Source: an optimization exercise on an open RTL-to-GDS flow (aim: small area). Production flows keep margins and buffers that such runs may drop. At most, simulation tests tie the RTL to the original design; equivalence was not proved. Power figures rest on the tool's default switching activity, not on a simulated workload.

==> flow/design.v <==
module fifo #(
    parameter XLEN = 32,
    parameter FIFO_SIZE = 32
) (
    input                           clk_i,
    input                           rst_ni,
    input                           flush_en_i,
    input                           push_en_i,
    input           [XLEN-1:0]      data_i,
    input                           pop_en_i,
    output  logic   [XLEN-1:0]      data_o,
    output  logic                   full_o,
    output  logic                   empty_o
);
    localparam AW = 5;
    logic [XLEN-1:0] mem_q [32];
    logic [AW:0] wptr_q, rptr_q;
    logic [AW:0] wptr_d, rptr_d;
    logic [XLEN-1:0] data_q;
    logic [AW-1:0] ptr_same;
    for (genvar i = 0; i < AW; i++) begin : g_cmp
        fifo_xnor2 u_x (.a(wptr_q[i]), .b(rptr_q[i]), .y(ptr_same[i]));
    end
    logic eq_a_n, eq_b_n, eq5, wrap_diff;
    fifo_nand3 u_eqa (.a(ptr_same[0]), .b(ptr_same[1]), .c(ptr_same[2]), .y(eq_a_n));
    fifo_nand2 u_eqb (.a(ptr_same[3]), .b(ptr_same[4]), .y(eq_b_n));
    fifo_nor2  u_eq  (.a(eq_a_n), .b(eq_b_n), .y(eq5));
    fifo_xor2  u_wd  (.a(wptr_q[AW]), .b(rptr_q[AW]), .y(wrap_diff));
    fifo_nor3  u_emp (.a(eq_a_n), .b(eq_b_n), .c(wrap_diff), .y(empty_o));
    fifo_and2  u_ful (.a(wrap_diff), .b(eq5), .y(full_o));
    logic nflush, pop_nf_n, push_nf, room_n, do_pop, do_push, fwd;
    fifo_inv   u_nf   (.a(flush_en_i), .y(nflush));
    fifo_nand2 u_pnf  (.a(pop_en_i), .b(nflush), .y(pop_nf_n));
    fifo_nor2  u_dpop (.a(empty_o), .b(pop_nf_n), .y(do_pop));         
    fifo_and2  u_unf  (.a(push_en_i), .b(nflush), .y(push_nf));        
    fifo_and3  u_fwd  (.a(push_nf), .b(pop_en_i), .c(empty_o), .y(fwd));
    fifo_mux2i u_room (.a0(full_o), .a1(empty_o), .s(pop_en_i), .y(room_n));  
    fifo_and2  u_dpsh (.a(push_nf), .b(room_n), .y(do_push));
    logic [AW:0] wcarry, rcarry, wsum, rsum;
    assign wcarry[0] = do_push;
    assign rcarry[0] = do_pop;
    for (genvar i = 0; i < AW; i++) begin : g_inc
        fifo_ha u_wha (.a(wptr_q[i]), .b(wcarry[i]), .s(wsum[i]), .c(wcarry[i+1]));
        fifo_ha u_rha (.a(rptr_q[i]), .b(rcarry[i]), .s(rsum[i]), .c(rcarry[i+1]));
    end
    fifo_xor2 u_wtop (.a(wptr_q[AW]), .b(wcarry[AW]), .y(wsum[AW]));
    fifo_xor2 u_rtop (.a(rptr_q[AW]), .b(rcarry[AW]), .y(rsum[AW]));
    for (genvar i = 0; i <= AW; i++) begin : g_clr
        fifo_and2 u_wclr (.a(wsum[i]), .b(nflush), .y(wptr_d[i]));
        fifo_and2 u_rclr (.a(rsum[i]), .b(nflush), .y(rptr_d[i]));
    end
    always_ff @(posedge clk_i or negedge rst_ni) begin
        if (~rst_ni) begin
            wptr_q <= '0;
            rptr_q <= '0;
        end else begin
            wptr_q <= wptr_d;
            rptr_q <= rptr_d;
        end
    end
    logic [AW-1:0] wptr_n, rptr_n;
    for (genvar i = 0; i < AW; i++) begin : g_inv
        fifo_inv u_wi (.a(wptr_q[i]), .y(wptr_n[i]));
        fifo_inv u_ri (.a(rptr_q[i]), .y(rptr_n[i]));
    end
    logic [3:0] wlo, rlo;
    logic [7:0] whi, rhi;
    for (genvar j = 0; j < 4; j++) begin : g_lo
        fifo_and3 u_w (.a(do_push),
                       .b(j[0] ? wptr_q[0] : wptr_n[0]),
                       .c(j[1] ? wptr_q[1] : wptr_n[1]), .y(wlo[j]));
        fifo_and3 u_r (.a(do_pop),
                       .b(j[0] ? rptr_q[0] : rptr_n[0]),
                       .c(j[1] ? rptr_q[1] : rptr_n[1]), .y(rlo[j]));
    end
    for (genvar k = 0; k < 8; k++) begin : g_hi
        fifo_and3 u_w (.a(k[0] ? wptr_q[2] : wptr_n[2]),
                       .b(k[1] ? wptr_q[3] : wptr_n[3]),
                       .c(k[2] ? wptr_q[4] : wptr_n[4]), .y(whi[k]));
        fifo_and3 u_r (.a(k[0] ? rptr_q[2] : rptr_n[2]),
                       .b(k[1] ? rptr_q[3] : rptr_n[3]),
                       .c(k[2] ? rptr_q[4] : rptr_n[4]), .y(rhi[k]));
    end
    logic [31:0] wsel;
    logic [32:0] rsel;
    for (genvar i = 0; i < 32; i++) begin : g_dec
        fifo_and2 u_wdec (.a(wlo[i%4]), .b(whi[i/4]), .y(wsel[i]));
        fifo_and2 u_rdec (.a(rlo[i%4]), .b(rhi[i/4]), .y(rsel[i]));
    end
    assign rsel[32] = fwd;
    always_ff @(posedge clk_i) begin
        for (int i = 0; i < 32; i++) begin
            if (wsel[i]) mem_q[i] <= data_i;
        end
    end
    logic [XLEN-1:0] data_d;
    for (genvar b = 0; b < XLEN; b++) begin : g_rd
        logic [32:0] col;
        logic [10:0] grp_n;
        for (genvar i = 0; i < 32; i++) begin : g_col
            assign col[i] = mem_q[i][b];
        end
        assign col[32] = data_i[b];
        for (genvar k = 0; k < 11; k++) begin : g_grp
            fifo_aoi222 u_aoi (
                .a1(rsel[3*k]),   .a2(col[3*k]),
                .b1(rsel[3*k+1]), .b2(col[3*k+1]),
                .c1(rsel[3*k+2]), .c2(col[3*k+2]),
                .y(grp_n[k])
            );
        end
        logic [2:0] part;
        fifo_nand4 u_n0 (.a(grp_n[0]), .b(grp_n[1]), .c(grp_n[2]),  .d(grp_n[3]), .y(part[0]));
        fifo_nand4 u_n1 (.a(grp_n[4]), .b(grp_n[5]), .c(grp_n[6]),  .d(grp_n[7]), .y(part[1]));
        fifo_nand3 u_n2 (.a(grp_n[8]), .b(grp_n[9]), .c(grp_n[10]), .y(part[2]));
        fifo_or3   u_or (.a(part[0]), .b(part[1]), .c(part[2]), .y(data_d[b]));
    end
    always_ff @(posedge clk_i or negedge rst_ni) begin
        if (~rst_ni) data_q <= '0;
        else         data_q <= data_d;
    end
    assign data_o = data_q;
endmodule
module fifo_inv (input logic a, output logic y);
    assign y = ~a;
endmodule
module fifo_and2 (input logic a, b, output logic y);
    assign y = a & b;
endmodule
module fifo_and3 (input logic a, b, c, output logic y);
    assign y = a & b & c;
endmodule
module fifo_nand2 (input logic a, b, output logic y);
    assign y = ~(a & b);
endmodule
module fifo_nand3 (input logic a, b, c, output logic y);
    assign y = ~(a & b & c);
endmodule
module fifo_nand4 (input logic a, b, c, d, output logic y);
    assign y = ~(a & b & c & d);
endmodule
module fifo_nor2 (input logic a, b, output logic y);
    assign y = ~(a | b);
endmodule
module fifo_nor3 (input logic a, b, c, output logic y);
    assign y = ~(a | b | c);
endmodule
module fifo_or3 (input logic a, b, c, output logic y);
    assign y = a | b | c;
endmodule
module fifo_xor2 (input logic a, b, output logic y);
    assign y = a ^ b;
endmodule
module fifo_xnor2 (input logic a, b, output logic y);
    assign y = ~(a ^ b);
endmodule
module fifo_mux2i (input logic a0, a1, s, output logic y);
    assign y = ~(s ? a1 : a0);
endmodule
module fifo_ha (input logic a, b, output logic s, c);
    assign s = a ^ b;
    assign c = a & b;
endmodule
module fifo_aoi222 (
    input  logic a1, a2, b1, b2, c1, c2,
    output logic y
);
    assign y = ~((a1 & a2) | (b1 & b2) | (c1 & c2));
endmodule
Settings: LEC_CHECK=0, CAP_MARGIN=5, CORE_MARGIN=2, CORE_UTILIZATION=60, CTS_CLUSTER_DIAMETER=100, CTS_CLUSTER_SIZE=25, PLACE_DENSITY=0.7, SLEW_MARGIN=5, SYNTH_HIERARCHICAL=1, SYNTH_MINIMUM_KEEP_SIZE=0; clock period 7.0 ns.
standard.sh (not shown) runs the stock make flow with config.mk's settings and CLKGATE_MAP_FILE= SYNTH_SCRIPT=/design/flow/synth_recipe.tcl, a recipe that flattens the netlist after the stock synthesis.
==> flow/flow/run.sh <==
#!/bin/bash
set -e
here=$(pwd)
export BUFFER_PORTS_ARGS="-inputs -buffer_cell sky130_fd_sc_hd__buf_4"
export POST_GLOBAL_PLACE_TCL="$here/flow/post_global_place.tcl"
export CTS_ARGS="-sink_clustering_enable -repair_clock_nets -sink_clustering_size 17 -sink_clustering_max_diameter 100 -dont_use_dummy_load -buf_list sky130_fd_sc_hd__clkbuf_8"
bash standard.sh > flow.log 2>&1
==> flow/flow/post_global_place.tcl <==
# Output ports get their buffers here, after global placement, with the
# smallest buffer: they only drive the pin. The input ports are buffered
# before placement (BUFFER_PORTS_ARGS in run.sh).
buffer_ports -outputs -buffer_cell sky130_fd_sc_hd__buf_1
The starting point produced a clean layout.
Then changed:
--- a/flow/design.v
+++ b/flow/design.v
@@ -83,11 +83,13 @@
     end
     logic [31:0] wsel;
     logic [32:0] rsel;
     for (genvar i = 0; i < 32; i++) begin : g_dec
         fifo_and2 u_wdec (.a(wlo[i%4]), .b(whi[i/4]), .y(wsel[i]));
-        fifo_and2 u_rdec (.a(rlo[i%4]), .b(rhi[i/4]), .y(rsel[i]));
+        logic rsel_n;
+        fifo_nand2 u_rdec (.a(rlo[i%4]), .b(rhi[i/4]), .y(rsel_n));
+        fifo_inv   u_rdrv (.a(rsel_n), .y(rsel[i]));
     end
     assign rsel[32] = fwd;
     always_ff @(posedge clk_i) begin
         for (int i = 0; i < 32; i++) begin
             if (wsel[i]) mem_q[i] <= data_i;
- design area barely changes
- sequential power barely changes
- setup slack gains 0.11 ns
- wire length is lower by 2.0%
- die area barely changes
- cell count is higher by 1.1%
- hold slack loses 0.017 ns
- non-clock buffer count is unchanged
- via count stays flat
- global-route usage is lower by 0.60 points
- core utilization is about the same
- power is about the same
Only the layout flow was run in the second run of this note; the RTL was not checked for function there.

==> re-timing with driven ports <==
The flow's constraints put no driver on any port. The routed layouts listed below were extracted and timed again, unchanged, in two steps. Step 1 (the two cells are an assumption about what drives the block):
set clk [get_ports {clk_i}]
set_driving_cell -lib_cell sky130_fd_sc_hd__clkbuf_16 $clk
set_driving_cell -lib_cell sky130_fd_sc_hd__buf_2 [delete_from_list [all_inputs] $clk]
Step 2 also shifts input and output timing later by t, the mid clock arrival at the registers, as if the neighbouring blocks saw the same clock. a / b / c = ideal / step 1 / step 2; a / b = the first two.
run | t, ns | setup WS [ns] | hold slack, ns
the first run | 0.736 | 3.477 / 3.477 / 2.914 | 0.560 / 0.560 / 0.560
the second run | 0.724 | 3.584 / 3.584 / 2.952 | 0.543 / 0.543 / 0.543
After both steps setup and hold are still met in every run listed. The setup slack of the second run, which loses most, moves by 0.000 ns with the drivers and by -0.632 ns with both steps.
